Context: an optimization exercise on an open-source flow, tuned for small area, a short achievable clock period and few clock cycles per item. The choices shown serve that exercise and are no tape-out recipe.
Where RTL was checked, it was by simulation tests only, not by an equivalence proof against the original.
The RTL of runs 2 to 4 was laid out without a check of its function.
Power and IR drop assume default switching activity.

===== flow/config.mk =====
export PLATFORM = sky130hd
export DESIGN_NAME = huffmandecode
export DESIGN_NICKNAME = huffmandecode
export VERILOG_FILES = /design/flow/design.v
export SDC_FILE = /design/flow/constraint.sdc
export NUM_CORES = 8
export LEC_CHECK = 0
export CAP_MARGIN = 20
export CORE_MARGIN = 2
export CORE_UTILIZATION = 40
export SLEW_MARGIN = 20

===== flow/constraint.sdc =====
create_clock -name core_clock -period 11.0 [get_ports {clk}]
set_input_delay 2.2000 -clock core_clock [delete_from_list [all_inputs] [get_ports {clk}]]
set_output_delay 2.2000 -clock core_clock [all_outputs]
set_load 0.01 [all_outputs]

===== flow/design.v =====
`timescale 1ns / 1ps
module huffmandecode(
clk,
huffrst,
code,
hufftable,
symaddr,
symdata,
huffdata,
hufflength,
hufffinish
    );
input clk,huffrst;
input[15:0] code;
input[8*16-1:0] hufftable;
output reg[7:0] symaddr;    
input[7:0] symdata;         
output reg[7:0] huffdata;
output reg[7:0] hufflength;
output reg hufffinish;
reg[23:0] ub;
reg[7:0] n;
reg[15:0] comp;
reg[7:0] sc;
reg[7:0] index;
reg[7:0] count;
reg[7:0] dummy;
reg found;
reg rd;
always@(posedge clk or negedge huffrst)begin
    if(~huffrst)begin
		hufffinish<=0;
		 ub <= 0;   
		 n <=0;;  
		 comp<=0;
		 sc<=0;
		 index<=0;
		 dummy<=0;
		 huffdata<=0;
		 hufflength<=0;
		 symaddr<=0;
		 found<=0;
		 rd<=0;
    end
    else begin
    if(hufffinish ==0) begin
	if(found) begin   
		if(rd) begin
			huffdata<=symdata;   
			hufffinish<=1;
		end
		rd<=1;
	end
	else if(n < 16) begin   
		 comp = (code >> (15-n)); 
	     dummy = (hufftable >> (8*n)) & 'hff;
		 ub = (ub<<1) + dummy;  
		 count =(hufftable >> (8*n)) & 'hff;
		sc = sc + count;   
		if(comp < ub) begin  
		    index = sc-(ub-comp);   
			hufflength =n+1;   
			symaddr <= index;   
			found <= 1;
		end
		n = n + 1;  
	end	
	else begin 
	    hufflength <=0;
		hufffinish<=1;
		huffdata<='hff;
	end
	end
    end
end
endmodule

===== flow/run.sh =====
#!/bin/bash
# synth_recipe.tcl (not shown) runs the flow's synth.tcl, then flattens the netlist and writes it again
# the make line also repeats each setting of config.mk as NAME=value (left out here)
make -C /OpenROAD-flow-scripts/flow DESIGN_CONFIG=/design/flow/config.mk WORK_HOME=/design/flow/orfs CLKGATE_MAP_FILE= SYNTH_SCRIPT=/design/flow/synth_recipe.tcl finish

==> results of run 1 <==
-- layout by cell type, fill, tap and decap left out, types with 9 or more instances in the layout --
master,netlist,final
sky130_fd_sc_hd__o22a_1,11,11
sky130_fd_sc_hd__and2_1,10,10
sky130_fd_sc_hd__clkdlybuf4s50_1,0,177
sky130_fd_sc_hd__mux4_2,37,37
sky130_fd_sc_hd__nand3_1,16,16
sky130_fd_sc_hd__a21o_1,9,9
sky130_fd_sc_hd__nor2_1,31,31
sky130_fd_sc_hd__o21ai_0,37,37
sky130_fd_sc_hd__clkbuf_16,0,9
sky130_fd_sc_hd__xnor2_1,35,35
sky130_fd_sc_hd__mux2i_1,35,35
sky130_fd_sc_hd__a21oi_1,28,28
sky130_fd_sc_hd__ha_1,38,38
sky130_fd_sc_hd__nand2_1,73,73
sky130_fd_sc_hd__inv_1,33,33
sky130_fd_sc_hd__xor2_1,15,15
sky130_fd_sc_hd__nand4_1,10,10
sky130_fd_sc_hd__dfrtp_1,66,64
-- state kept, by name, summed over array words and instances (netlist names) --
name and flops:
found 1, rd 1, symaddr 8, huffdata 8, n 8, sc 8
ub 23, hufflength 8, hufffinish 1
-- layout make-up --
| cell class | instances | share of cell area [%] |
|---|---|---|
| Multi-Input combinational cell | 495 | 50.4 |
| Timing Repair Buffer | 184 | 21.7 |
| Sequential cell | 66 | 19.7 |
| Clock buffer | 13 | 3.22 |
| Tap cell | 188 | 2.80 |
| Inverter | 33 | 1.47 |
| Clock inverter | 2 | 0.715 |
| Antenna cell | 1 | 0.0298 |
-- stage by stage --
step / cell area (um2) / hold slack (ns) / setup slack (ns) / std cells
2_1_floorplan: 6140 / 0.449 / 3.96 / 628
3_3_place_gp: 8060 / 0.398 / 2.94 / 966
3_5_place_dp: 8060 / 0.408 / 2.77 / 966
4_1_cts: 8390 / 0.434 / 3.00 / 981
5_1_grt: 8400 / 0.458 / 2.47 / 982
6_report: 8400 / 0.449 / 2.98 / 982
-- kinds of logic (layout without fill, tap and decap cells) --
logic type | after synthesis | in the layout | synth area share, %
and+or+nand+nor | 177 | 177 | 13.7
AOI/OAI and AO/OA | 135 | 135 | 15.4
muxes | 86 | 86 | 21.9
buffers and inverters | 67 | 232 | 4.52
DFF | 66 | 66 | 26.9
xor gates and xnor gates | 50 | 50 | 7.13
adders and majority gates | 47 | 47 | 10.5
other | 0 | 1 | 0
-- where the power goes --
group	switching (mW)	internal (mW)	total, mW
clock network	0.103	0.216	0.319
registers	0.000761	0.244	0.245
logic	0.0768	0.105	0.182
-- metal layers --
metal  GRT usage [%]  wire length (um)  up-vias
met5               0                 0        -
met4            7.30               333        0
met3            5.22              1280       26
met2            41.7              9500      216
met1            29.0              7920     2647
li1                -                 -     2632
-- worst max-delay path by stage --
stage,startpoint,to,slack [ns],cells past startpoint
5_1_grt,hufftable[103],symaddr[3],2.47,22
4_1_cts,hufftable[103],symaddr[3],3.00,22
3_5_place_dp,hufftable[103],symaddr[3],2.77,22
3_3_place_gp,hufftable[95],symaddr[6],2.94,22
2_1_floorplan,hufftable[127],symaddr[5],3.96,22
6_report,hufftable[103],symaddr[0],2.98,22
==> flow_summary.html, run 1 <==
<table>
<tr><th>Metric</th><th>Value</th></tr>
<tr><th colspan="2">Outcome</th></tr>
<tr><td>Run status</td><td>finished clean</td></tr>
<tr><th colspan="2">Power</th></tr>
<tr><td>Max rail drop VDD</td><td>0.0000834 V</td></tr>
<tr><td>Overall power after layout</td><td>roughly 750 uW</td></tr>
<tr><td>Areal power density over the cells</td><td>88.7 nW/um2</td></tr>
<tr><td>Leakage</td><td>between 3 and 4 nW</td></tr>
<tr><th colspan="2">Logic synthesis</th></tr>
<tr><td>Netlist Area Pre-Place</td><td>between 6000 and 7000 um2</td></tr>
<tr><td>Library cell occupying the most area in the post-synthesis netlist</td><td>sky130_fd_sc_hd__dfrtp_1</td></tr>
<tr><td>Distinct cell type count after synthesis</td><td>65</td></tr>
<tr><td>Number of warning messages in the yosys log</td><td>1</td></tr>
<tr><td>Number of flip-flops and latches in the synthesized netlist</td><td>66</td></tr>
<tr><td>Number of enable-type register cells in the synthesized netlist</td><td>0</td></tr>
<tr><td>Sequential-to-total area share from yosys stat</td><td>between 20% and 30%</td></tr>
<tr><td>Most instantiated flip-flop cell in the synthesis netlist</td><td>sky130_fd_sc_hd__dfrtp_1</td></tr>
<tr><td>Avg Synthesized Cell Area</td><td>around 9.8 um2</td></tr>
<tr><td>Biggest area contributors in the synthesized netlist</td><td>sky130_fd_sc_hd__dfrtp_1 (27%), sky130_fd_sc_hd__mux4_2 (14%), sky130_fd_sc_hd__ha_1 (7.7%)</td></tr>
<tr><td>Share of flip-flops with an asynchronous set or reset after synthesis</td><td>100%</td></tr>
<tr><td>Share of the synthesized area in the top cell type</td><td>a little over a quarter</td></tr>
<tr><td>Synth Instances</td><td>~630</td></tr>
<tr><td>Library cell with the highest instance count after synthesis</td><td>sky130_fd_sc_hd__nand2_1</td></tr>
<tr><td>Top cells by count, synth</td><td>sky130_fd_sc_hd__nand2_1 (73), sky130_fd_sc_hd__dfrtp_1 (66), sky130_fd_sc_hd__ha_1 (38)</td></tr>
<tr><th colspan="2">Floorplan</th></tr>
<tr><td>Die boundary height</td><td>~130 um</td></tr>
<tr><td>Core Region</td><td>approximately 15,000 um2</td></tr>
<tr><td>Number of top-level design ports</td><td>about 180</td></tr>
<tr><td>Initial standard-cell utilization of the core</td><td>~41%</td></tr>
<tr><td>Die ar.</td><td>16,400 um2</td></tr>
<tr><td>Row cnt</td><td>45</td></tr>
<tr><td>Chip width</td><td>between 100 and 150 um</td></tr>
<tr><th colspan="2">Place</th></tr>
<tr><td>Number of buffer cells added on primary ports</td><td>between 150 and 200</td></tr>
<tr><td>Gp weighted congestion</td><td>slightly below 0.9</td></tr>
<tr><td>Dpl hpwl</td><td>~16,000 um</td></tr>
<tr><th colspan="2">STA</th></tr>
<tr><td>Number of pins exceeding their max-slew limit in the final report</td><td>0</td></tr>
<tr><td>Post-route setup TNS</td><td>0 ns</td></tr>
<tr><td>Setup repair after global routing missed its margin</td><td>no</td></tr>
<tr><td>Post-route fraction of the period consumed by the critical path</td><td>between 70% and 80%</td></tr>
<tr><td>Max-Slew Margin vs Limit</td><td>between 30 and 40%</td></tr>
<tr><td>Top achievable clock speed</td><td>about 0.12 GHz</td></tr>
<tr><td>Number of failing setup endpoints in the final timing report</td><td>0</td></tr>
<tr><td>Final number of hold-violating endpoints</td><td>0</td></tr>
<tr><td>Tmin final</td><td>8.02 ns</td></tr>
<tr><td>Actual transition at the worst max-transition pin</td><td>between 0.9 and 1 ns</td></tr>
<tr><td>Setup clock skew after layout</td><td>roughly 0.0052 ns</td></tr>
<tr><th colspan="2">GRT</th></tr>
<tr><td>Global router's overall resource usage</td><td>about a quarter</td></tr>
<tr><td>Number of antenna violations at the first check in global routing</td><td>1</td></tr>
<tr><td>Global-route wire length before repair</td><td>30,000 um</td></tr>
<tr><td>Global-route congestion overflow total</td><td>0</td></tr>
<tr><td>Largest net degree at the start of global routing</td><td>67</td></tr>
<tr><td>Via count of the first global-routing pass</td><td>about 5,800</td></tr>
<tr><th colspan="2">Detailed routing</th></tr>
<tr><td>Count of routing violations after the opening detailed-route iteration</td><td>235</td></tr>
<tr><td>Routed wire length per instance</td><td>19.4 um</td></tr>
<tr><td>Post-detailed-route via-to-cell ratio</td><td>~5.6</td></tr>
<tr><td>Routed vias</td><td>5,521</td></tr>
<tr><td>1st-pass router iterations</td><td>5</td></tr>
<tr><td>Remaining routing DRC violations</td><td>0</td></tr>
<tr><td>Antenna-violating nets left</td><td>0</td></tr>
<tr><td>DRT Wirelength</td><td>19,000 um</td></tr>
<tr><th colspan="2">Clocking</th></tr>
<tr><td>Number of levels in the clock H-tree</td><td>3</td></tr>
<tr><td>CTS Buffer Depth</td><td>2</td></tr>
<tr><td>Post-CTS Hold Fix Bufs</td><td>0</td></tr>
<tr><td>Number of clock sinks seen by CTS</td><td>66</td></tr>
<tr><td>Clock-pin slew of the registers on the worst-case setup and hold paths</td><td>0.05 ns</td></tr>
<tr><td>Number of buffers created by CTS</td><td>9</td></tr>
<tr><td>Clock Latency Late Sink</td><td>0.33 ns</td></tr>
<tr><td>Setup fix buffers added after clock tree synthesis</td><td>0</td></tr>
<tr><td>Clock tree from TritonCTS</td><td>done</td></tr>
<tr><td>Clk root buf</td><td>sky130_fd_sc_hd__clkbuf_16</td></tr>
<tr><td>Resize count post-CTS</td><td>0</td></tr>
<tr><th colspan="2">Cells and area</th></tr>
<tr><td>Final core utilization</td><td>a little under three fifths</td></tr>
<tr><td>Signed area change from the synthesized netlist to the final layout</td><td>36.8%</td></tr>
<tr><td>Sequential standard cell area</td><td>roughly 1700 um2</td></tr>
<tr><td>Combined area of the multi-input logic cells</td><td>4230 um2</td></tr>
<tr><td>Layout net count</td><td>989</td></tr>
<tr><td>Share of post-route cells with drive strength above 1</td><td>10.5%</td></tr>
<tr><td>Count of fill cells added during filler insertion</td><td>about 1,300</td></tr>
<tr><th colspan="2">Worst setup path</th></tr>
<tr><td>CP arrival</td><td>between 8 and 9 ns</td></tr>
<tr><td>Number of cells traversed by the worst register-to-register path</td><td>22</td></tr>
<tr><td>Crit-path leading delay family</td><td>compound AO/OA/AOI/OAI gates</td></tr>
<tr><td>Biggest cell delay along the critical path</td><td>approximately 0.50 ns</td></tr>
<tr><td>FF-to-FF End</td><td>symaddr[0]</td></tr>
<tr><td>Number of buffers and inverters on the critical path</td><td>1</td></tr>
<tr><td>Crit path kind</td><td>input pin to register</td></tr>
<tr><td>Critical-path maximum fanout</td><td>15</td></tr>
<tr><td>Critical path data required time</td><td>between 10 and 15 ns</td></tr>
<tr><td>Cell occurring most often along the worst timing path</td><td>sky130_fd_sc_hd__o21ai_0</td></tr>
<tr><td>Worst flop-to-flop path startpoint</td><td>n[0]</td></tr>
<tr><td>Critical path endpoint category</td><td>register</td></tr>
<tr><td>Critical-path cell with the highest stage delay</td><td>sky130_fd_sc_hd__mux4_2</td></tr>
<tr><td>Chain of cells forming the critical path</td><td>clkdlybuf4s50_1, mux4_2, mux4_2, and2_1, ha_1, and4_1, a21oi_1, o21ai_0, a21oi_1, nand2_1, nand2_1, xor2_1, ha_1, nand4_1, nor4_1, o21ai_0, a41oi_1, o21ai_0, a221oi_2, nand4_2, o21ai_4, mux2_1</td></tr>
<tr><td>Startpoint type of the worst setup path</td><td>input pin</td></tr>
<tr><td>Slack of the worst reg-to-reg path</td><td>3.80 ns</td></tr>
<tr><th colspan="2">Min path</th></tr>
<tr><td>Hold_sp</td><td>n[7]</td></tr>
<tr><td>Hold-critical path depth</td><td>0</td></tr>
<tr><td>Min-delay worst type</td><td>register to register</td></tr>
<tr><td>Hold-critical path endpoint</td><td>n[7]</td></tr>
<tr><th colspan="2">Flow run</th></tr>
<tr><td>Max capacitance violation total</td><td>0</td></tr>
</table>
Testbench counts, summed over its fixed seeds: cycles 14,533, items 2,048.
==> run 2: changes to the inputs <==
==> flow/design.v (replaced) <==
`timescale 1ns / 1ps
module huffmandecode(
clk,
huffrst,
code,
hufftable,
symaddr,
symdata,
huffdata,
hufflength,
hufffinish
    );
input clk,huffrst;
input[15:0] code;
input[8*16-1:0] hufftable;
output reg[7:0] symaddr;    
input[7:0] symdata;         
output reg[7:0] huffdata;
output [7:0] hufflength;
output reg hufffinish;
reg [7:0] ca;       
reg [7:0] cb;       
reg [2:0] w;        
reg [8:0] g;        
reg [7:0] sc;       
reg [4:0] n;        
reg       sp1, sp2;  
assign hufflength = {3'b000, n};
wire [9:0] x     = {g, w[2]};                     
wire       hit   = (g[8:7] == 2'b00) && ({g[6:0], w[2]} < cb);
wire [9:0] gn    = x - {2'b00, cb};
wire       dead  = g[8] | gn[8];
wire [7:0] anext = sc - cb - {cb[6:0], 1'b0} - ca + {g[4:0], w};
wire       busy  = ~hufffinish & ~sp1 & ~sp2;
reg [7:0] fetch_c;
always @* begin
    case (n)
        5'd1:  fetch_c = hufftable[8*2 +: 8];
        5'd2:  fetch_c = hufftable[8*3 +: 8];
        5'd3:  fetch_c = hufftable[8*4 +: 8];
        5'd4:  fetch_c = hufftable[8*5 +: 8];
        5'd5:  fetch_c = hufftable[8*6 +: 8];
        5'd6:  fetch_c = hufftable[8*7 +: 8];
        5'd7:  fetch_c = hufftable[8*8 +: 8];
        5'd8:  fetch_c = hufftable[8*9 +: 8];
        5'd9:  fetch_c = hufftable[8*10 +: 8];
        5'd10: fetch_c = hufftable[8*11 +: 8];
        5'd11: fetch_c = hufftable[8*12 +: 8];
        5'd12: fetch_c = hufftable[8*13 +: 8];
        5'd13: fetch_c = hufftable[8*14 +: 8];
        5'd14: fetch_c = hufftable[8*15 +: 8];
        default: fetch_c = 8'hxx;
    endcase
end
reg fetch_b;
always @* begin
    case (n)
        5'd1:  fetch_b = code[12];
        5'd2:  fetch_b = code[11];
        5'd3:  fetch_b = code[10];
        5'd4:  fetch_b = code[9];
        5'd5:  fetch_b = code[8];
        5'd6:  fetch_b = code[7];
        5'd7:  fetch_b = code[6];
        5'd8:  fetch_b = code[5];
        5'd9:  fetch_b = code[4];
        5'd10: fetch_b = code[3];
        5'd11: fetch_b = code[2];
        5'd12: fetch_b = code[1];
        5'd13: fetch_b = code[0];
        default: fetch_b = 1'bx;
    endcase
end
always @(posedge clk) begin
    if (~huffrst) begin
        symaddr <= {6'd0, code[15:14]} - hufftable[7:0];    
        cb <= hufftable[7:0];
        ca <= hufftable[15:8];
        w  <= code[15:13];
    end else if (busy) begin
        symaddr <= (n == 5'd1 && hit) ? {7'd0, w[2]} : anext;
        cb <= ca;
        ca <= fetch_c;
        w  <= {w[1:0], fetch_b};
    end
    if (huffrst && busy && n != 5'd1 && hit)
        huffdata <= symdata;
    else if (huffrst && sp2)
        huffdata <= symdata;
    else if (huffrst && busy && (dead || n == 5'd16))
        huffdata <= 8'hff;
end
always @(posedge clk or negedge huffrst) begin
    if (~huffrst) begin
        hufffinish <= 1'b0;
        g   <= 9'd0;
        sc  <= 8'd0;
        n   <= 5'd1;
        sp1 <= 1'b0;
        sp2 <= 1'b0;
    end else begin
        sp2 <= sp1;
        sp1 <= 1'b0;
        if (sp2)
            hufffinish <= 1'b1;
        if (busy) begin
            if (hit) begin
                if (n == 5'd1) sp1 <= 1'b1;
                else hufffinish <= 1'b1;
            end else if (dead || n == 5'd16) begin
                hufffinish <= 1'b1;
                n <= 5'd0;
            end else begin
                n  <= n + 5'd1;
                g  <= gn[8:0];
                sc <= sc + cb;
            end
        end
    end
end
endmodule
==> run 2 against run 1 <==
Still clean. Sequential cell count down 6. Utilization rose by 2.0 points. Count of clock-buffer cells in the layout did not move.
==> flow_summary.html, run 2 <==
<table>
<tr><th>Metric</th><th>Value</th></tr>
<tr><th colspan="2">Clocking</th></tr>
<tr><td>Post-CTS Hold Fix Bufs</td><td>0 (unchanged)</td></tr>
<tr><td>Clk root buf</td><td>sky130_fd_sc_hd__clkbuf_16 (unchanged)</td></tr>
<tr><td>Resize count post-CTS</td><td>0 (unchanged)</td></tr>
<tr><td>Number of clock sinks seen by CTS</td><td>60 (was 66)</td></tr>
<tr><td>CTS Buffer Depth</td><td>2 (unchanged)</td></tr>
<tr><td>Clock tree from TritonCTS</td><td>done (unchanged)</td></tr>
<tr><td>Number of buffers created by CTS</td><td>9 (unchanged)</td></tr>
<tr><td>Number of levels in the clock H-tree</td><td>3 (unchanged)</td></tr>
<tr><td>Setup fix buffers added after clock tree synthesis</td><td>0 (unchanged)</td></tr>
<tr><td>Clock-pin slew of the registers on the worst-case setup and hold paths</td><td>0.05 ns (about the same)</td></tr>
<tr><td>Clock Latency Late Sink</td><td>0.33 ns (about the same)</td></tr>
<tr><th colspan="2">Logic synthesis</th></tr>
<tr><td>Netlist Area Pre-Place</td><td>5110 um2 (was 6140 um2)</td></tr>
<tr><td>Top cells by count, synth</td><td>sky130_fd_sc_hd__inv_1 (64), sky130_fd_sc_hd__nand2_1 (51), sky130_fd_sc_hd__nor2_1 (37) (was sky130_fd_sc_hd__nand2_1 (73), sky130_fd_sc_hd__dfrtp_1 (66), sky130_fd_sc_hd__ha_1 (38))</td></tr>
<tr><td>Number of flip-flops and latches in the synthesized netlist</td><td>60 (was 66)</td></tr>
<tr><td>Multiplexer share of the synthesized area</td><td>6.46% (was 21.9%)</td></tr>
<tr><td>Library cell with the highest instance count after synthesis</td><td>sky130_fd_sc_hd__inv_1 (was sky130_fd_sc_hd__nand2_1)</td></tr>
<tr><td>Avg Synthesized Cell Area</td><td>9.23 um2 (was 9.78 um2)</td></tr>
<tr><td>Share of flip-flops with an asynchronous set or reset after synthesis</td><td>41.7% (was 100%)</td></tr>
<tr><td>Sequential-to-total area share from yosys stat</td><td>32.8% (was 26.9%)</td></tr>
<tr><td>Adder-cell area share of the yosys netlist</td><td>15.8% (was 10.5%)</td></tr>
<tr><td>Synth Instances</td><td>554 (was 628)</td></tr>
<tr><td>Distinct cell type count after synthesis</td><td>60 (was 65)</td></tr>
<tr><td>Number of enable-type register cells in the synthesized netlist</td><td>35 (was 0)</td></tr>
<tr><td>Share of the synthesized area in the top cell type</td><td>20.6% (was 26.9%)</td></tr>
<tr><td>Library cell occupying the most area in the post-synthesis netlist</td><td>sky130_fd_sc_hd__edfxtp_1 (was sky130_fd_sc_hd__dfrtp_1)</td></tr>
<tr><td>Xor-xnor portion of the synthesized cell area</td><td>5.14% (was 7.13%)</td></tr>
<tr><td>Biggest area contributors in the synthesized netlist</td><td>sky130_fd_sc_hd__edfxtp_1 (21%), sky130_fd_sc_hd__dfrtp_1 (12%), sky130_fd_sc_hd__fa_1 (8.2%) (was sky130_fd_sc_hd__dfrtp_1 (27%), sky130_fd_sc_hd__mux4_2 (14%), sky130_fd_sc_hd__ha_1 (7.7%))</td></tr>
<tr><td>Simple-gate share of the synthesized area</td><td>16.5% (was 13.7%)</td></tr>
<tr><td>Largest family of logic cells by synthesized area</td><td>simple AND/OR/NAND/NOR gates (was multiplexers)</td></tr>
<tr><td>Number of warning messages in the yosys log</td><td>1 (unchanged)</td></tr>
<tr><td>Compound-gate portion of the synthesized area</td><td>16.3% (was 15.4%)</td></tr>
<tr><td>Most instantiated flip-flop cell in the synthesis netlist</td><td>sky130_fd_sc_hd__edfxtp_1 (was sky130_fd_sc_hd__dfrtp_1)</td></tr>
<tr><th colspan="2">Worst setup path</th></tr>
<tr><td>Startpoint type of the worst setup path</td><td>input pin (unchanged)</td></tr>
<tr><td>Crit path kind</td><td>input pin to register (unchanged)</td></tr>
<tr><td>Critical-path maximum fanout</td><td>2 (was 15)</td></tr>
<tr><td>CP arrival</td><td>4.17 ns (was 8.23 ns)</td></tr>
<tr><td>Slack of the worst reg-to-reg path</td><td>6.94 ns (was 3.80 ns)</td></tr>
<tr><td>Critical path endpoint category</td><td>register (unchanged)</td></tr>
<tr><td>Critical path data required time</td><td>11.03 ns (was 11.21 ns)</td></tr>
<tr><th colspan="2">Detailed routing</th></tr>
<tr><td>DRT Wirelength</td><td>16,800 um (was 19,000 um)</td></tr>
<tr><td>Routed wire length per instance</td><td>18.7 um (was 19.4 um)</td></tr>
<tr><td>1st-pass router iterations</td><td>4 (was 5)</td></tr>
<tr><td>Post-detailed-route via-to-cell ratio</td><td>5.23 (was 5.62)</td></tr>
<tr><td>Count of routing violations after the opening detailed-route iteration</td><td>268 (was 235)</td></tr>
<tr><td>Remaining routing DRC violations</td><td>0 (unchanged)</td></tr>
<tr><td>Antenna-violating nets left</td><td>0 (unchanged)</td></tr>
<tr><td>Routed vias</td><td>4,699 (was 5,521)</td></tr>
<tr><th colspan="2">GRT</th></tr>
<tr><td>Via count of the first global-routing pass</td><td>5,012 (was 5,770)</td></tr>
<tr><td>Global-route congestion overflow total</td><td>0 (unchanged)</td></tr>
<tr><td>Largest net degree at the start of global routing</td><td>74 (was 67)</td></tr>
<tr><td>Number of antenna violations at the first check in global routing</td><td>1 (unchanged)</td></tr>
<tr><td>Global router's overall resource usage</td><td>25.1% (was 23.7%)</td></tr>
<tr><td>Global-route wire length before repair</td><td>25,700 um (was 30,000 um)</td></tr>
<tr><th colspan="2">Floorplan</th></tr>
<tr><td>Row cnt</td><td>41 (was 45)</td></tr>
<tr><td>Die boundary height</td><td>117 um (was 128 um)</td></tr>
<tr><td>Initial standard-cell utilization of the core</td><td>40.7% (about the same)</td></tr>
<tr><td>Number of top-level design ports</td><td>179 (unchanged)</td></tr>
<tr><td>Core Region</td><td>12,600 um2 (was 15,100 um2)</td></tr>
<tr><td>Chip width</td><td>117 um (was 128 um)</td></tr>
<tr><td>Die ar.</td><td>13,700 um2 (was 16,400 um2)</td></tr>
<tr><th colspan="2">Cells and area</th></tr>
<tr><td>Most frequent cells in the layout</td><td>sky130_fd_sc_hd__clkdlybuf4s50_1 (174), sky130_fd_sc_hd__inv_1 (64), sky130_fd_sc_hd__nand2_1 (50), sky130_fd_sc_hd__nor2_1 (37), sky130_fd_sc_hd__edfxtp_1 (35) (was sky130_fd_sc_hd__clkdlybuf4s50_1 (177), sky130_fd_sc_hd__nand2_1 (73), sky130_fd_sc_hd__dfrtp_1 (64), sky130_fd_sc_hd__ha_1 (38))</td></tr>
<tr><td>Flip-flop count of the largest register, all copies and words added</td><td>9 (was 23)</td></tr>
<tr><td>Most common library cell in the layout ignoring fill and taps</td><td>sky130_fd_sc_hd__clkdlybuf4s50_1 (unchanged)</td></tr>
<tr><td>Layout net count</td><td>927 (was 989)</td></tr>
<tr><td>Largest reg by FF count</td><td>g (was ub)</td></tr>
<tr><td>Share of post-route cells with drive strength above 1</td><td>6.34% (was 10.5%)</td></tr>
<tr><td>Signed area change from the synthesized netlist to the final layout</td><td>41.8% (was 36.8%)</td></tr>
<tr><th colspan="2">STA</th></tr>
<tr><td>Post-route fraction of the period consumed by the critical path</td><td>37.6% (was 72.9%)</td></tr>
<tr><td>Setup repair after global routing missed its margin</td><td>no (unchanged)</td></tr>
<tr><td>Final worst setup slack</td><td>6.86 ns (was 2.98 ns)</td></tr>
<tr><td>Max-Slew Margin vs Limit</td><td>34.3% (was 36.8%)</td></tr>
<tr><td>Tmin final</td><td>4.14 ns (was 8.02 ns)</td></tr>
<tr><td>Top achievable clock speed</td><td>0.242 GHz (was 0.125 GHz)</td></tr>
<tr><td>Setup clock skew after layout</td><td>0.00670 ns (was 0.00524 ns)</td></tr>
<tr><td>Actual transition at the worst max-transition pin</td><td>0.979 ns (was 0.943 ns)</td></tr>
<tr><td>Post-route setup TNS</td><td>0 ns (unchanged)</td></tr>
<tr><td>Final number of hold-violating endpoints</td><td>0 (unchanged)</td></tr>
<tr><td>Number of pins exceeding their max-slew limit in the final report</td><td>0 (unchanged)</td></tr>
<tr><td>Number of failing setup endpoints in the final timing report</td><td>0 (unchanged)</td></tr>
<tr><th colspan="2">Place</th></tr>
<tr><td>Setup slack after placement</td><td>6.53 ns (was 2.77 ns)</td></tr>
<tr><td>Dpl hpwl</td><td>13,800 um (was 15,500 um)</td></tr>
<tr><td>Number of buffer cells added on primary ports</td><td>175 (was 178)</td></tr>
<tr><td>Gp weighted congestion</td><td>0.823 (was 0.892)</td></tr>
<tr><th colspan="2">Outcome</th></tr>
<tr><td>Run status</td><td>finished clean (unchanged)</td></tr>
<tr><th colspan="2">Power</th></tr>
<tr><td>Leakage</td><td>2.84 nW (was 3.47 nW)</td></tr>
<tr><td>Areal power density over the cells</td><td>111 nW/um2 (was 88.7 nW/um2)</td></tr>
<tr><td>Max rail drop VDD</td><td>0.0000806 V (was 0.0000834 V)</td></tr>
<tr><th colspan="2">Flow run</th></tr>
<tr><td>Max capacitance violation total</td><td>0 (unchanged)</td></tr>
<tr><th colspan="2">Min path</th></tr>
<tr><td>Min-delay worst type</td><td>register to register (unchanged)</td></tr>
</table>
==> run 2: layer usage <==
layer / global-route usage (%) / share of wire, %
met1: 26.9 / 38
met2: 48.3 / 53
met3: 5.46 / 6.0
met4: 8.94 / 2.6
met5: 0 / 0
==> run 2: through the flow <==
stage                     total power, mW  cell area (um2)  utilization (%)  hold WS (ns)  std cells
after floorplan                     0.445             5120                -         0.389        556
after global placement              0.559             6990             55.6         0.392        882
after detailed placement            0.564             6990             55.6         0.397        882
after CTS                           0.811             7250             57.7         0.406        898
after global routing                0.854             7250             57.7         0.419        899
final                               0.803             7250             57.7         0.407        899
==> run 2: cell type report <==
type                    instances  area, um2
inverters                      64        240
well taps                     172        215
multi-input cells             408       3090
clock buffers                  13        240
diodes                          1       2.50
flip-flops and latches         60       1680
repair buffers                178       1770
fillers                      1147       5320
clock inverters                 3       13.8
==> run 2: kinds of logic after synthesis <==
| group | Yosys count |
|---|---|
| AOI/OAI and AO/OA | 123 |
| and+or+nand+nor | 170 |
| xor gates and xnor gates | 30 |
| muxes | 30 |
| DFF | 60 |
| buffers and inverters | 88 |
| other | 1 |
| adders and majority gates | 52 |
==> run 2: critical path, cell delays in order <==
cell,delay (ns)
sky130_fd_sc_hd__clkdlybuf4s50_1,0.45
sky130_fd_sc_hd__inv_1,0.05
sky130_fd_sc_hd__ha_1,0.22
sky130_fd_sc_hd__fa_1,0.42
sky130_fd_sc_hd__or3_1,0.36
sky130_fd_sc_hd__nor3_1,0.19
sky130_fd_sc_hd__xor2_1,0.18
sky130_fd_sc_hd__o32ai_1,0.11
==> run 2: where the power goes <==
group	switching [mW]	internal, mW
registers	0.0107	0.261
logic	0.134	0.154
clock network	0.0929	0.151
==> run 2: final timing paths <==
kind,endpoint,from,cells past startpoint
worst max-delay path,symaddr[6],code[14],8
worst min register to register,g[8],g[8],0
min in group asynchronous,sc[0],huffrst,2
worst max register to register,symaddr[6],cb[1],13
max in group asynchronous,g[3],huffrst,2
worst min-delay path,g[8],g[8],0
==> run 3: changes to the inputs <==
==> flow/design.v (replaced) <==
`timescale 1ns / 1ps
module huffmandecode(
clk,
huffrst,
code,
hufftable,
symaddr,
symdata,
huffdata,
hufflength,
hufffinish
    );
input clk,huffrst;
input[15:0] code;
input[8*16-1:0] hufftable;
output reg[7:0] symaddr;    
input[7:0] symdata;         
output reg[7:0] huffdata;
output [7:0] hufflength;
output reg hufffinish;
reg [7:0] ca;        
reg [7:0] cb;        
reg [2:0] w;         
reg [7:0] s;         
reg [7:0] g;         
reg [4:0] n;         
reg       first;     
reg       sp1, sp2;  
reg [4:0] hl;        
assign hufflength = {3'b000, hl};
wire [9:0] gn   = {1'b0, g, w[2]} - {2'b00, cb};    
wire       hit  = gn[9];                            
wire       dead = ~gn[9] & gn[8];                   
wire       busy = ~sp1 & ~sp2;
wire       nf   = busy & ~hit & (dead | n[4]);      
wire       done = busy & hit & ~first;              
reg [7:0] fetch_c;
always @* begin
    case (n[3:0])
        4'd1:  fetch_c = hufftable[8*2 +: 8];
        4'd2:  fetch_c = hufftable[8*3 +: 8];
        4'd3:  fetch_c = hufftable[8*4 +: 8];
        4'd4:  fetch_c = hufftable[8*5 +: 8];
        4'd5:  fetch_c = hufftable[8*6 +: 8];
        4'd6:  fetch_c = hufftable[8*7 +: 8];
        4'd7:  fetch_c = hufftable[8*8 +: 8];
        4'd8:  fetch_c = hufftable[8*9 +: 8];
        4'd9:  fetch_c = hufftable[8*10 +: 8];
        4'd10: fetch_c = hufftable[8*11 +: 8];
        4'd11: fetch_c = hufftable[8*12 +: 8];
        4'd12: fetch_c = hufftable[8*13 +: 8];
        4'd13: fetch_c = hufftable[8*14 +: 8];
        4'd14: fetch_c = hufftable[8*15 +: 8];
        default: fetch_c = 8'hxx;
    endcase
end
reg fetch_b;
always @* begin
    case (n[3:0])
        4'd1:  fetch_b = code[12];
        4'd2:  fetch_b = code[11];
        4'd3:  fetch_b = code[10];
        4'd4:  fetch_b = code[9];
        4'd5:  fetch_b = code[8];
        4'd6:  fetch_b = code[7];
        4'd7:  fetch_b = code[6];
        4'd8:  fetch_b = code[5];
        4'd9:  fetch_b = code[4];
        4'd10: fetch_b = code[3];
        4'd11: fetch_b = code[2];
        4'd12: fetch_b = code[1];
        4'd13: fetch_b = code[0];
        default: fetch_b = 1'bx;
    endcase
end
always @(posedge clk) begin
    if (~huffrst) begin
        symaddr <= {6'd0, hufftable[0] ? {code[14], ~code[14]} : code[15:14]};
        s  <= hufftable[0] ? 8'hfd : 8'h00;
        cb <= hufftable[7:0];
        ca <= hufftable[15:8];
        w  <= code[15:13];
    end else begin
        symaddr <= first & hit ? {7'd0, w[2]} : s - ca + {g[4:0], w};
        s  <= s + {cb[5:0], 2'b00} - ca - {ca[6:0], 1'b0};
        cb <= ca;
        ca <= fetch_c;
        w  <= {w[1:0], fetch_b};
    end
    if (~hufffinish) begin
        huffdata <= symdata | {8{nf}};
        hl <= sp2 ? 5'd1 : nf ? 5'd0 : n;
    end
end
always @(posedge clk or negedge huffrst) begin
    if (~huffrst) begin
        hufffinish <= 1'b0;
        g     <= 8'd0;
        n     <= 5'd1;
        first <= 1'b1;
        sp1   <= 1'b0;
        sp2   <= 1'b0;
    end else begin
        first <= 1'b0;
        sp1   <= first & hit;
        sp2   <= sp1;
        if (done | nf | sp2)
            hufffinish <= 1'b1;
        g <= gn[7:0];
        n <= n + 5'd1;
    end
end
endmodule
==> run 3 against run 2 <==
Synthesized area down 11%. Synthesized cell count down 14%. Global-route usage down 3.2 points. Critical endpoint is now hufffinish. Largest cell class unchanged.
==> flow_summary.html, run 3 <==
<table>
<tr><th>Metric</th><th>Value</th></tr>
<tr><th colspan="2">Outcome</th></tr>
<tr><td>Run status</td><td>finished clean (unchanged)</td></tr>
<tr><th colspan="2">Detailed routing</th></tr>
<tr><td>DRT Wirelength</td><td>13,100 um (was 16,800 um)</td></tr>
<tr><td>Met3 WL</td><td>913 um (was 1010 um)</td></tr>
<tr><td>DR top layer</td><td>met4 (unchanged)</td></tr>
<tr><td>Count of routing violations after the opening detailed-route iteration</td><td>201 (was 268)</td></tr>
<tr><td>Met2 Wirelength</td><td>6710 um (was 8940 um)</td></tr>
<tr><td>M1 WL</td><td>5320 um (was 6440 um)</td></tr>
<tr><td>Remaining routing DRC violations</td><td>0 (unchanged)</td></tr>
<tr><td>Routed wire length per instance</td><td>16.6 um (was 18.7 um)</td></tr>
<tr><td>1st-pass router iterations</td><td>4 (unchanged)</td></tr>
<tr><td>Post-detailed-route via-to-cell ratio</td><td>5.16 (was 5.23)</td></tr>
<tr><td>Antenna-violating nets left</td><td>0 (unchanged)</td></tr>
<tr><td>Routed vias</td><td>4,070 (was 4,699)</td></tr>
<tr><th colspan="2">Flow run</th></tr>
<tr><td>Max capacitance violation total</td><td>0 (unchanged)</td></tr>
<tr><th colspan="2">STA</th></tr>
<tr><td>Top achievable clock speed</td><td>0.287 GHz (was 0.242 GHz)</td></tr>
<tr><td>Number of pins exceeding their max-slew limit in the final report</td><td>0 (unchanged)</td></tr>
<tr><td>Max-Slew Margin vs Limit</td><td>34.5% (was 34.3%)</td></tr>
<tr><td>Post-route setup TNS</td><td>0 ns (unchanged)</td></tr>
<tr><td>Actual transition at the worst max-transition pin</td><td>0.983 ns (was 0.979 ns)</td></tr>
<tr><td>Post-route fraction of the period consumed by the critical path</td><td>31.6% (was 37.6%)</td></tr>
<tr><td>Setup repair after global routing missed its margin</td><td>no (unchanged)</td></tr>
<tr><td>Final number of hold-violating endpoints</td><td>0 (unchanged)</td></tr>
<tr><td>Number of failing setup endpoints in the final timing report</td><td>0 (unchanged)</td></tr>
<tr><td>Setup clock skew after layout</td><td>0.00495 ns (was 0.00670 ns)</td></tr>
<tr><td>Tmin final</td><td>3.48 ns (was 4.14 ns)</td></tr>
<tr><th colspan="2">Clocking</th></tr>
<tr><td>Setup fix buffers added after clock tree synthesis</td><td>0 (unchanged)</td></tr>
<tr><td>CTS Buffer Depth</td><td>2 (unchanged)</td></tr>
<tr><td>Number of clock sinks seen by CTS</td><td>65 (was 60)</td></tr>
<tr><td>Number of buffers created by CTS</td><td>9 (unchanged)</td></tr>
<tr><td>Resize count post-CTS</td><td>0 (unchanged)</td></tr>
<tr><td>Number of levels in the clock H-tree</td><td>3 (unchanged)</td></tr>
<tr><td>Clock tree from TritonCTS</td><td>done (unchanged)</td></tr>
<tr><td>Clk root buf</td><td>sky130_fd_sc_hd__clkbuf_16 (unchanged)</td></tr>
<tr><td>Clock-pin slew of the registers on the worst-case setup and hold paths</td><td>0.06 ns (was 0.05 ns)</td></tr>
<tr><td>Clock Latency Late Sink</td><td>0.34 ns (was 0.33 ns)</td></tr>
<tr><td>Post-CTS Hold Fix Bufs</td><td>0 (unchanged)</td></tr>
<tr><th colspan="2">Cells and area</th></tr>
<tr><td>Most common library cell in the layout ignoring fill and taps</td><td>sky130_fd_sc_hd__clkdlybuf4s50_1 (unchanged)</td></tr>
<tr><td>Final core utilization</td><td>59.1% (was 57.7%)</td></tr>
<tr><td>Count of fill cells added during filler insertion</td><td>1,018 (was 1,147)</td></tr>
<tr><td>Most frequent cells in the layout</td><td>sky130_fd_sc_hd__clkdlybuf4s50_1 (174), sky130_fd_sc_hd__inv_1 (53), sky130_fd_sc_hd__dfxtp_1 (35), sky130_fd_sc_hd__nand2_1 (31), sky130_fd_sc_hd__ha_1 (26) (was sky130_fd_sc_hd__clkdlybuf4s50_1 (174), sky130_fd_sc_hd__inv_1 (64), sky130_fd_sc_hd__nand2_1 (50), sky130_fd_sc_hd__nor2_1 (37), sky130_fd_sc_hd__edfxtp_1 (35))</td></tr>
<tr><td>Antenna cell count</td><td>0 (was 1)</td></tr>
<tr><td>Layout net count</td><td>841 (was 927)</td></tr>
<tr><td>Signed area change from the synthesized netlist to the final layout</td><td>45.6% (was 41.8%)</td></tr>
<tr><td>Share of post-route cells with drive strength above 1</td><td>7.59% (was 6.34%)</td></tr>
<tr><th colspan="2">Worst setup path</th></tr>
<tr><td>Critical-path maximum fanout</td><td>3 (was 2)</td></tr>
<tr><td>Crit-path leading delay family</td><td>buffers and inverters (was adder cells)</td></tr>
<tr><td>Critical path endpoint category</td><td>output port (was register)</td></tr>
<tr><td>Biggest cell delay along the critical path</td><td>0.57 ns (was 0.45 ns)</td></tr>
<tr><td>CP arrival</td><td>1.28 ns (was 4.17 ns)</td></tr>
<tr><td>Critical-path cell with the highest stage delay</td><td>sky130_fd_sc_hd__clkdlybuf4s50_1 (unchanged)</td></tr>
<tr><td>Critical path data required time</td><td>8.80 ns (was 11.03 ns)</td></tr>
<tr><td>Number of cells traversed by the worst register-to-register path</td><td>10 (was 13)</td></tr>
<tr><td>Number of buffers and inverters on the critical path</td><td>1 (was 2)</td></tr>
<tr><td>Cell count along the critical path</td><td>1 (was 8)</td></tr>
<tr><td>Crit path kind</td><td>register to output port (was input pin to register)</td></tr>
<tr><td>Slack of the worst reg-to-reg path</td><td>8.05 ns (was 6.94 ns)</td></tr>
<tr><td>Chain of cells forming the critical path</td><td>clkdlybuf4s50_1 (was clkdlybuf4s50_1, inv_1, ha_1, fa_1, or3_1, nor3_1, xor2_1, o32ai_1)</td></tr>
<tr><td>Startpoint type of the worst setup path</td><td>register (was input pin)</td></tr>
<tr><th colspan="2">Logic synthesis</th></tr>
<tr><td>Sequential-to-total area share from yosys stat</td><td>33.2% (was 32.8%)</td></tr>
<tr><td>Most instantiated flip-flop cell in the synthesis netlist</td><td>sky130_fd_sc_hd__dfxtp_1 (was sky130_fd_sc_hd__edfxtp_1)</td></tr>
<tr><td>Distinct cell type count after synthesis</td><td>58 (was 60)</td></tr>
<tr><td>Avg Synthesized Cell Area</td><td>9.63 um2 (was 9.23 um2)</td></tr>
<tr><td>Number of warning messages in the yosys log</td><td>1 (unchanged)</td></tr>
<tr><td>Share of the synthesized area in the top cell type</td><td>15.3% (was 20.6%)</td></tr>
<tr><td>Synth Instances</td><td>475 (was 554)</td></tr>
<tr><td>Top cells by count, synth</td><td>sky130_fd_sc_hd__inv_1 (53), sky130_fd_sc_hd__dfxtp_1 (35), sky130_fd_sc_hd__nand2_1 (31) (was sky130_fd_sc_hd__inv_1 (64), sky130_fd_sc_hd__nand2_1 (51), sky130_fd_sc_hd__nor2_1 (37))</td></tr>
<tr><td>Netlist Area Pre-Place</td><td>4570 um2 (was 5110 um2)</td></tr>
<tr><td>Library cell occupying the most area in the post-synthesis netlist</td><td>sky130_fd_sc_hd__dfxtp_1 (was sky130_fd_sc_hd__edfxtp_1)</td></tr>
<tr><td>Number of enable-type register cells in the synthesized netlist</td><td>13 (was 35)</td></tr>
<tr><td>Share of flip-flops with an asynchronous set or reset after synthesis</td><td>26.2% (was 41.7%)</td></tr>
<tr><td>Biggest area contributors in the synthesized netlist</td><td>sky130_fd_sc_hd__dfxtp_1 (15%), sky130_fd_sc_hd__fa_1 (8.8%), sky130_fd_sc_hd__edfxtp_1 (8.5%) (was sky130_fd_sc_hd__edfxtp_1 (21%), sky130_fd_sc_hd__dfrtp_1 (12%), sky130_fd_sc_hd__fa_1 (8.2%))</td></tr>
<tr><td>Library cell with the highest instance count after synthesis</td><td>sky130_fd_sc_hd__inv_1 (unchanged)</td></tr>
<tr><td>Number of flip-flops and latches in the synthesized netlist</td><td>65 (was 60)</td></tr>
<tr><th colspan="2">GRT</th></tr>
<tr><td>Global-route wire length before repair</td><td>21,300 um (was 25,700 um)</td></tr>
<tr><td>Global-route congestion overflow total</td><td>0 (unchanged)</td></tr>
<tr><td>Via count of the first global-routing pass</td><td>4,309 (was 5,012)</td></tr>
<tr><td>Number of antenna violations at the first check in global routing</td><td>0 (was 1)</td></tr>
<tr><td>Largest net degree at the start of global routing</td><td>61 (was 74)</td></tr>
<tr><td>Global router's overall resource usage</td><td>22.0% (was 25.1%)</td></tr>
<tr><th colspan="2">Floorplan</th></tr>
<tr><td>Chip width</td><td>111 um (was 117 um)</td></tr>
<tr><td>Initial standard-cell utilization of the core</td><td>40.6% (was 40.7%)</td></tr>
<tr><td>Number of top-level design ports</td><td>179 (unchanged)</td></tr>
<tr><td>Core Region</td><td>11,300 um2 (was 12,600 um2)</td></tr>
<tr><td>Die boundary height</td><td>111 um (was 117 um)</td></tr>
<tr><td>Row cnt</td><td>39 (was 41)</td></tr>
<tr><td>Die ar.</td><td>12,300 um2 (was 13,700 um2)</td></tr>
<tr><th colspan="2">Power</th></tr>
<tr><td>Part of the total power dissipated in sequential elements</td><td>25.9% (was 33.8%)</td></tr>
<tr><td>Power Internal</td><td>789 uW (was 565 uW)</td></tr>
<tr><td>Sw Share</td><td>36.9% (was 29.6%)</td></tr>
<tr><td>Areal power density over the cells</td><td>188 nW/um2 (was 111 nW/um2)</td></tr>
<tr><td>Overall power after layout</td><td>1.25 mW (was 803 uW)</td></tr>
<tr><td>Net switching power</td><td>461 uW (was 238 uW)</td></tr>
<tr><td>Fraction of power consumed by the clock network</td><td>21.9% (was 30.3%)</td></tr>
<tr><td>Max rail drop VDD</td><td>0.000202 V (was 0.0000806 V)</td></tr>
<tr><td>Leakage</td><td>2.75 nW (was 2.84 nW)</td></tr>
<tr><td>Portion of total power attributed to combinational logic</td><td>52.2% (was 35.9%)</td></tr>
<tr><th colspan="2">Place</th></tr>
<tr><td>Gp weighted congestion</td><td>0.788 (was 0.823)</td></tr>
<tr><td>Dpl hpwl</td><td>10,400 um (was 13,800 um)</td></tr>
<tr><td>Number of buffer cells added on primary ports</td><td>175 (unchanged)</td></tr>
<tr><th colspan="2">Min path</th></tr>
<tr><td>Min-delay worst type</td><td>register to register (unchanged)</td></tr>
<tr><td>Hold-critical path depth</td><td>0 (unchanged)</td></tr>
</table>
==> run 3: cell type report <==
type                            count  area [um2]  share of cell area, %
Timing Repair Buffer              179        1780                   26.7
Tap cell                          143         179                   2.69
Clock buffer                       10         250                   3.76
Multi-Input combinational cell    333        2690                   40.5
Sequential cell                    65        1520                   22.8
Inverter                           53         199                   2.99
Clock inverter                      6        40.0                  0.601
==> run 3: metrics by stage <==
| step | hold slack (ns) | cell area (um2) | std cells | setup slack [ns] |
|---|---|---|---|---|
| 6_report | 0.437 | 6660 | 789 | 7.52 |
| 5_1_grt | 0.440 | 6660 | 789 | 7.50 |
| 4_1_cts | 0.429 | 6660 | 789 | 7.50 |
| 3_5_place_dp | 0.415 | 6370 | 773 | 7.31 |
| 3_3_place_gp | 0.412 | 6370 | 773 | 7.32 |
| 2_1_floorplan | 0.393 | 4580 | 478 | 7.77 |
==> run 3: worst reg2reg max path, stage by stage, from the launching register on <==
cell	delay, ns
sky130_fd_sc_hd__dfxtp_1	0.50
sky130_fd_sc_hd__fa_1	0.50
sky130_fd_sc_hd__fa_1	0.51
sky130_fd_sc_hd__inv_1	0.04
sky130_fd_sc_hd__ha_1	0.23
sky130_fd_sc_hd__fa_1	0.42
sky130_fd_sc_hd__a21o_1	0.21
sky130_fd_sc_hd__a21oi_1	0.18
sky130_fd_sc_hd__xnor2_1	0.14
sky130_fd_sc_hd__nand2_1	0.06
sky130_fd_sc_hd__nand2_1	0.09
==> run 3: worst paths after layout <==
| kind | end | from |
|---|---|---|
| worst max-delay path | hufffinish | hufffinish |
| worst min-delay path | sp2 | sp1 |
| worst max register to register | s[6] | ca[2] |
| worst min register to register | sp2 | sp1 |
| max in group asynchronous | n[3] | huffrst |
| min in group asynchronous | g[5] | huffrst |
==> run 3: per-layer routing <==
layer	vias up	track usage, %
li1	2021	-
met4	0	7.08
met3	12	6.34
met2	127	39.3
met5	-	0
met1	1910	25.2
==> run 3: cell families after synthesis <==
logic type	Yosys count	synth area share (%)
buf+inv	80	8.13
mux	23	6.21
simple gates	111	12.6
flops	65	33.2
xor+xnor	21	4.02
fa+ha+maj	46	15.9
other cells	1	0.0820
compound gates	128	19.8
==> run 3: power by group through the flow <==
stage               Sequential [mW]  Combinational (mW)  Clock (mW)
floorplan                     0.327               0.472           0
global placement              0.327               0.636           0
detailed placement            0.329               0.652           0
CTS                           0.325               0.657       0.281
global route                  0.329               0.743       0.291
finish                        0.324               0.652       0.274
==> run 4: changes to the inputs <==
--- a/flow/config.mk
+++ b/flow/config.mk
@@ -6,4 +6,5 @@
 export NUM_CORES = 8
 export LEC_CHECK = 0
+export ABC_AREA = 1
 export CAP_MARGIN = 20
 export CORE_MARGIN = 2
==> run 4 against run 3 <==
Critical path depth up 4. Register-to-register slack gained 0.08 ns. Sequential share of layout area is 0.45 points lower. Final area up 2.0%. Setup slack got worse by 0.46 ns. Clock power is about 10% lower. Combinational power hardly changed. Wire length grew 13%. Clock skew is essentially flat. Via count rose by 15%. Highest routed layer unchanged.
==> flow_summary.html, run 4 <==
<table>
<tr><th>Metric</th><th>Value</th></tr>
<tr><th colspan="2">Logic synthesis</th></tr>
<tr><td>Netlist Area Pre-Place</td><td>4670 um2 (was 4570 um2)</td></tr>
<tr><td>Number of enable-type register cells in the synthesized netlist</td><td>13 (unchanged)</td></tr>
<tr><td>Top cells by count, synth</td><td>sky130_fd_sc_hd__nand2_1 (249), sky130_fd_sc_hd__inv_1 (97), sky130_fd_sc_hd__nor2_1 (50) (was sky130_fd_sc_hd__inv_1 (53), sky130_fd_sc_hd__dfxtp_1 (35), sky130_fd_sc_hd__nand2_1 (31))</td></tr>
<tr><td>Avg Synthesized Cell Area</td><td>7.15 um2 (was 9.63 um2)</td></tr>
<tr><td>Synth Instances</td><td>653 (was 475)</td></tr>
<tr><td>Number of warning messages in the yosys log</td><td>1 (unchanged)</td></tr>
<tr><td>Share of the synthesized area in the top cell type</td><td>20.0% (was 15.3%)</td></tr>
<tr><td>Most instantiated flip-flop cell in the synthesis netlist</td><td>sky130_fd_sc_hd__dfxtp_1 (unchanged)</td></tr>
<tr><td>Library cell with the highest instance count after synthesis</td><td>sky130_fd_sc_hd__nand2_1 (was sky130_fd_sc_hd__inv_1)</td></tr>
<tr><td>Biggest area contributors in the synthesized netlist</td><td>sky130_fd_sc_hd__nand2_1 (20%), sky130_fd_sc_hd__dfxtp_1 (15%), sky130_fd_sc_hd__fa_1 (8.6%) (was sky130_fd_sc_hd__dfxtp_1 (15%), sky130_fd_sc_hd__fa_1 (8.8%), sky130_fd_sc_hd__edfxtp_1 (8.5%))</td></tr>
<tr><td>Sequential-to-total area share from yosys stat</td><td>32.5% (was 33.2%)</td></tr>
<tr><td>Distinct cell type count after synthesis</td><td>35 (was 58)</td></tr>
<tr><td>Share of flip-flops with an asynchronous set or reset after synthesis</td><td>26.2% (unchanged)</td></tr>
<tr><td>Library cell occupying the most area in the post-synthesis netlist</td><td>sky130_fd_sc_hd__nand2_1 (was sky130_fd_sc_hd__dfxtp_1)</td></tr>
<tr><td>Number of flip-flops and latches in the synthesized netlist</td><td>65 (unchanged)</td></tr>
<tr><th colspan="2">STA</th></tr>
<tr><td>Setup repair after global routing missed its margin</td><td>no (unchanged)</td></tr>
<tr><td>Post-route fraction of the period consumed by the critical path</td><td>35.8% (was 31.6%)</td></tr>
<tr><td>Top achievable clock speed</td><td>0.254 GHz (was 0.287 GHz)</td></tr>
<tr><td>Number of pins exceeding their max-slew limit in the final report</td><td>0 (unchanged)</td></tr>
<tr><td>Number of failing setup endpoints in the final timing report</td><td>0 (unchanged)</td></tr>
<tr><td>Post-route setup TNS</td><td>0 ns (unchanged)</td></tr>
<tr><td>Actual transition at the worst max-transition pin</td><td>0.874 ns (was 0.983 ns)</td></tr>
<tr><td>Setup clock skew after layout</td><td>0.00537 ns (was 0.00495 ns)</td></tr>
<tr><td>Final number of hold-violating endpoints</td><td>0 (unchanged)</td></tr>
<tr><td>Tmin final</td><td>3.94 ns (was 3.48 ns)</td></tr>
<tr><td>Max-Slew Margin vs Limit</td><td>41.6% (was 34.5%)</td></tr>
<tr><th colspan="2">Power</th></tr>
<tr><td>Leakage</td><td>3.19 nW (was 2.75 nW)</td></tr>
<tr><td>Sw Share</td><td>39.5% (was 36.9%)</td></tr>
<tr><td>Fraction of power consumed by the clock network</td><td>20.1% (was 21.9%)</td></tr>
<tr><td>Overall power after layout</td><td>1.22 mW (was 1.25 mW)</td></tr>
<tr><td>Power Internal</td><td>740 uW (was 789 uW)</td></tr>
<tr><td>Part of the total power dissipated in sequential elements</td><td>26.2% (was 25.9%)</td></tr>
<tr><td>Areal power density over the cells</td><td>180 nW/um2 (was 188 nW/um2)</td></tr>
<tr><td>Net switching power</td><td>482 uW (was 461 uW)</td></tr>
<tr><td>Portion of total power attributed to combinational logic</td><td>53.6% (was 52.2%)</td></tr>
<tr><td>Max rail drop VDD</td><td>0.000166 V (was 0.000202 V)</td></tr>
<tr><th colspan="2">Worst setup path</th></tr>
<tr><td>Critical path data required time</td><td>11.17 ns (was 8.80 ns)</td></tr>
<tr><td>Critical-path cell with the highest stage delay</td><td>sky130_fd_sc_hd__inv_1 (was sky130_fd_sc_hd__clkdlybuf4s50_1)</td></tr>
<tr><td>Startpoint type of the worst setup path</td><td>input pin (was register)</td></tr>
<tr><td>CP arrival</td><td>4.11 ns (was 1.28 ns)</td></tr>
<tr><td>Critical-path maximum fanout</td><td>38 (was 3)</td></tr>
<tr><td>Number of buffers and inverters on the critical path</td><td>3 (was 1)</td></tr>
<tr><td>Chain of cells forming the critical path</td><td>clkdlybuf4s50_1, buf_4, inv_1, nand2_1, o21ai_0 (was clkdlybuf4s50_1)</td></tr>
<tr><td>Number of cells traversed by the worst register-to-register path</td><td>10 (unchanged)</td></tr>
<tr><td>Biggest cell delay along the critical path</td><td>0.52 ns (was 0.57 ns)</td></tr>
<tr><td>Cell count along the critical path</td><td>5 (was 1)</td></tr>
<tr><td>Critical path endpoint category</td><td>register (was output port)</td></tr>
<tr><td>Crit-path leading delay family</td><td>buffers and inverters (unchanged)</td></tr>
<tr><td>Crit path kind</td><td>input pin to register (was register to output port)</td></tr>
<tr><th colspan="2">Cells and area</th></tr>
<tr><td>Share of post-route cells with drive strength above 1</td><td>4.78% (was 7.59%)</td></tr>
<tr><td>Layout net count</td><td>1,031 (was 841)</td></tr>
<tr><td>Most common library cell in the layout ignoring fill and taps</td><td>sky130_fd_sc_hd__nand2_1 (was sky130_fd_sc_hd__clkdlybuf4s50_1)</td></tr>
<tr><td>Final core utilization</td><td>59.5% (was 59.1%)</td></tr>
<tr><td>Count of fill cells added during filler insertion</td><td>1,085 (was 1,018)</td></tr>
<tr><td>Non-filler instance count after layout</td><td>979 (was 789)</td></tr>
<tr><td>Most frequent cells in the layout</td><td>sky130_fd_sc_hd__nand2_1 (249), sky130_fd_sc_hd__clkdlybuf4s50_1 (175), sky130_fd_sc_hd__inv_1 (97), sky130_fd_sc_hd__nor2_1 (50), sky130_fd_sc_hd__dfxtp_1 (35) (was sky130_fd_sc_hd__clkdlybuf4s50_1 (174), sky130_fd_sc_hd__inv_1 (53), sky130_fd_sc_hd__dfxtp_1 (35), sky130_fd_sc_hd__nand2_1 (31), sky130_fd_sc_hd__ha_1 (26))</td></tr>
<tr><td>Final cell area excluding filler cells</td><td>6790 um2 (was 6660 um2)</td></tr>
<tr><td>Antenna cell count</td><td>0 (unchanged)</td></tr>
<tr><td>Signed area change from the synthesized netlist to the final layout</td><td>45.4% (was 45.6%)</td></tr>
<tr><th colspan="2">Detailed routing</th></tr>
<tr><td>Routed vias</td><td>4,691 (was 4,070)</td></tr>
<tr><td>DRT Wirelength</td><td>14,800 um (was 13,100 um)</td></tr>
<tr><td>Post-detailed-route via-to-cell ratio</td><td>4.79 (was 5.16)</td></tr>
<tr><td>Count of routing violations after the opening detailed-route iteration</td><td>225 (was 201)</td></tr>
<tr><td>1st-pass router iterations</td><td>4 (unchanged)</td></tr>
<tr><td>Remaining routing DRC violations</td><td>0 (unchanged)</td></tr>
<tr><td>Antenna-violating nets left</td><td>0 (unchanged)</td></tr>
<tr><td>Routed wire length per instance</td><td>15.1 um (was 16.6 um)</td></tr>
<tr><th colspan="2">GRT</th></tr>
<tr><td>GR met1 Demand/Resource</td><td>27.8% (was 25.2%)</td></tr>
<tr><td>Via count of the first global-routing pass</td><td>4,928 (was 4,309)</td></tr>
<tr><td>Largest net degree at the start of global routing</td><td>39 (was 61)</td></tr>
<tr><td>Met3 track demand over resource in global routing</td><td>7.56% (was 6.34%)</td></tr>
<tr><td>Global router's overall resource usage</td><td>24.2% (was 22.0%)</td></tr>
<tr><td>Global-route wire length before repair</td><td>23,800 um (was 21,300 um)</td></tr>
<tr><td>GR Layer Usage met2</td><td>42.7% (was 39.3%)</td></tr>
<tr><td>Highest-utilization routing layer at the global route stage</td><td>met2 (unchanged)</td></tr>
<tr><td>Global-route congestion overflow total</td><td>0 (unchanged)</td></tr>
<tr><td>Number of antenna violations at the first check in global routing</td><td>0 (unchanged)</td></tr>
<tr><th colspan="2">Outcome</th></tr>
<tr><td>Run status</td><td>finished clean (unchanged)</td></tr>
<tr><th colspan="2">Floorplan</th></tr>
<tr><td>Number of top-level design ports</td><td>179 (unchanged)</td></tr>
<tr><td>Die ar.</td><td>12,600 um2 (was 12,300 um2)</td></tr>
<tr><td>Chip width</td><td>112 um (was 111 um)</td></tr>
<tr><td>Die boundary height</td><td>112 um (was 111 um)</td></tr>
<tr><td>Initial standard-cell utilization of the core</td><td>40.9% (was 40.6%)</td></tr>
<tr><td>Core Region</td><td>11,400 um2 (was 11,300 um2)</td></tr>
<tr><td>Row cnt</td><td>39 (unchanged)</td></tr>
<tr><th colspan="2">Clocking</th></tr>
<tr><td>Clock-pin slew of the registers on the worst-case setup and hold paths</td><td>0.05 ns (was 0.06 ns)</td></tr>
<tr><td>Setup fix buffers added after clock tree synthesis</td><td>0 (unchanged)</td></tr>
<tr><td>Clk root buf</td><td>sky130_fd_sc_hd__clkbuf_16 (unchanged)</td></tr>
<tr><td>Number of clock sinks seen by CTS</td><td>65 (unchanged)</td></tr>
<tr><td>Number of buffers created by CTS</td><td>9 (unchanged)</td></tr>
<tr><td>Resize count post-CTS</td><td>0 (unchanged)</td></tr>
<tr><td>Clock tree from TritonCTS</td><td>done (unchanged)</td></tr>
<tr><td>Clock Latency Late Sink</td><td>0.33 ns (was 0.34 ns)</td></tr>
<tr><td>CTS Buffer Depth</td><td>2 (unchanged)</td></tr>
<tr><td>Number of levels in the clock H-tree</td><td>3 (unchanged)</td></tr>
<tr><td>Post-CTS Hold Fix Bufs</td><td>0 (unchanged)</td></tr>
<tr><th colspan="2">Place</th></tr>
<tr><td>Dpl hpwl</td><td>12,500 um (was 10,400 um)</td></tr>
<tr><td>DP Area</td><td>6540 um2 (was 6370 um2)</td></tr>
<tr><td>Count of placed standard cells including taps</td><td>963 (was 773)</td></tr>
<tr><td>Number of buffer cells added on primary ports</td><td>175 (unchanged)</td></tr>
<tr><td>Gp weighted congestion</td><td>0.980 (was 0.788)</td></tr>
<tr><th colspan="2">Flow run</th></tr>
<tr><td>Max capacitance violation total</td><td>0 (unchanged)</td></tr>
<tr><th colspan="2">Min path</th></tr>
<tr><td>Min-delay worst type</td><td>register to register (unchanged)</td></tr>
<tr><td>Hold-critical path depth</td><td>0 (unchanged)</td></tr>
</table>
[run 4: changes by cell type in the layout (fill, tap and decap cells not counted), sizes merged, moves of 14 or more]
cell / previous run / this run
nand2: 31 / 253
nand4: 0 / 20
nor2: 23 / 63
nand3: 18 / 32
inv: 54 / 101
[run 4: worst paths after layout]
kind | start | to | slack, ns
min in group asynchronous | huffrst | g[2] | 2.29
setup reg to reg | ca[2] | s[6] | 8.13
hold reg to reg | sp1 | sp2 | 0.37
max in group asynchronous | huffrst | n[0] | 8.37
setup / recovery | huffrst | s[5] | 7.06
hold / removal | sp1 | sp2 | 0.37
[run 4: per-stage QoR]
step	hold slack [ns]	setup slack [ns]
after floorplan	0.346	8.14
after global placement	0.357	6.75
after detailed placement	0.364	6.65
after CTS	0.376	7.01
after global routing	0.385	6.82
final	0.373	7.06
[run 4: kinds of logic (layout without fill, tap and decap cells)]
kind of cell               Yosys count  in the layout  share of synthesized area [%]
other                                1              4                         0.0803
xor gates and xnor gates            18             18                           3.38
DFF                                 65             65                           32.5
buffers and inverters              113            293                           9.88
and+or+nand+nor                    373            373                           33.8
AOI/OAI and AO/OA                   37             37                           4.82
adders and majority gates           46             46                           15.5
[run 4: per-layer routing]
layer	routed length (um)	vias to the layer above
met5	0	-
met4	346	0
met3	1150	25
met2	7360	153
met1	5960	2143
li1	-	2370
[run 4: cell type report]
| type | count | area, um2 | share of cell area [%] |
|---|---|---|---|
| clock buffer | 10 | 229 | 3.37 |
| clock inverter | 6 | 25.0 | 0.368 |
| inverter | 101 | 379 | 5.58 |
| multi-input combinational | 478 | 2700 | 39.8 |
| sequential | 65 | 1520 | 22.4 |
| tap | 143 | 179 | 2.63 |
| timing repair buffer | 176 | 1760 | 25.9 |
[run 4: power groups by stage]
stage | logic [mW] | registers (mW) | clock network, mW
4_1_cts | 0.659 | 0.321 | 0.249
2_1_floorplan | 0.468 | 0.325 | 0
5_1_grt | 0.746 | 0.326 | 0.263
3_5_place_dp | 0.654 | 0.326 | 0
6_report | 0.655 | 0.321 | 0.246
3_3_place_gp | 0.632 | 0.325 | 0

what the ideal ports hide:
The flow's constraints put no driver on any port. The routed layouts listed below were extracted and timed again, unchanged, in two steps.
Step 1 (the two cells are an assumption about what drives the block):
set clk [get_ports {clk}]
set_driving_cell -lib_cell sky130_fd_sc_hd__clkbuf_16 $clk
set_driving_cell -lib_cell sky130_fd_sc_hd__buf_2 [delete_from_list [all_inputs] $clk]
Step 2 adds t to the input delays and takes it off the output delays; t is the mean of the earliest and latest rising clock arrival at the registers after step 1. Input paths then give back, and output paths get back, about the clock's delay inside the block.
Three values: ideal, step 1, step 2; two values: the first two.
| run | t, ns | setup WS [ns] | hold WS [ns] |
|---|---|---|---|
| run 1 | 0.365 | 2.982 / 2.991 / 2.625 | 0.449 / 0.449 / 0.449 |
| run 2 | 0.357 | 6.860 / 6.869 / 6.511 | 0.407 / 0.407 / 0.407 |
| run 3 | 0.371 | 7.521 / 7.484 / 7.301 | 0.437 / 0.437 / 0.437 |
| run 4 | 0.363 | 7.062 / 7.073 / 6.710 | 0.373 / 0.373 / 0.373 |
After both steps every run listed still meets setup and hold. The setup slack of run 1, which loses most, moves by +0.009 ns with the drivers and by -0.357 ns with both steps.
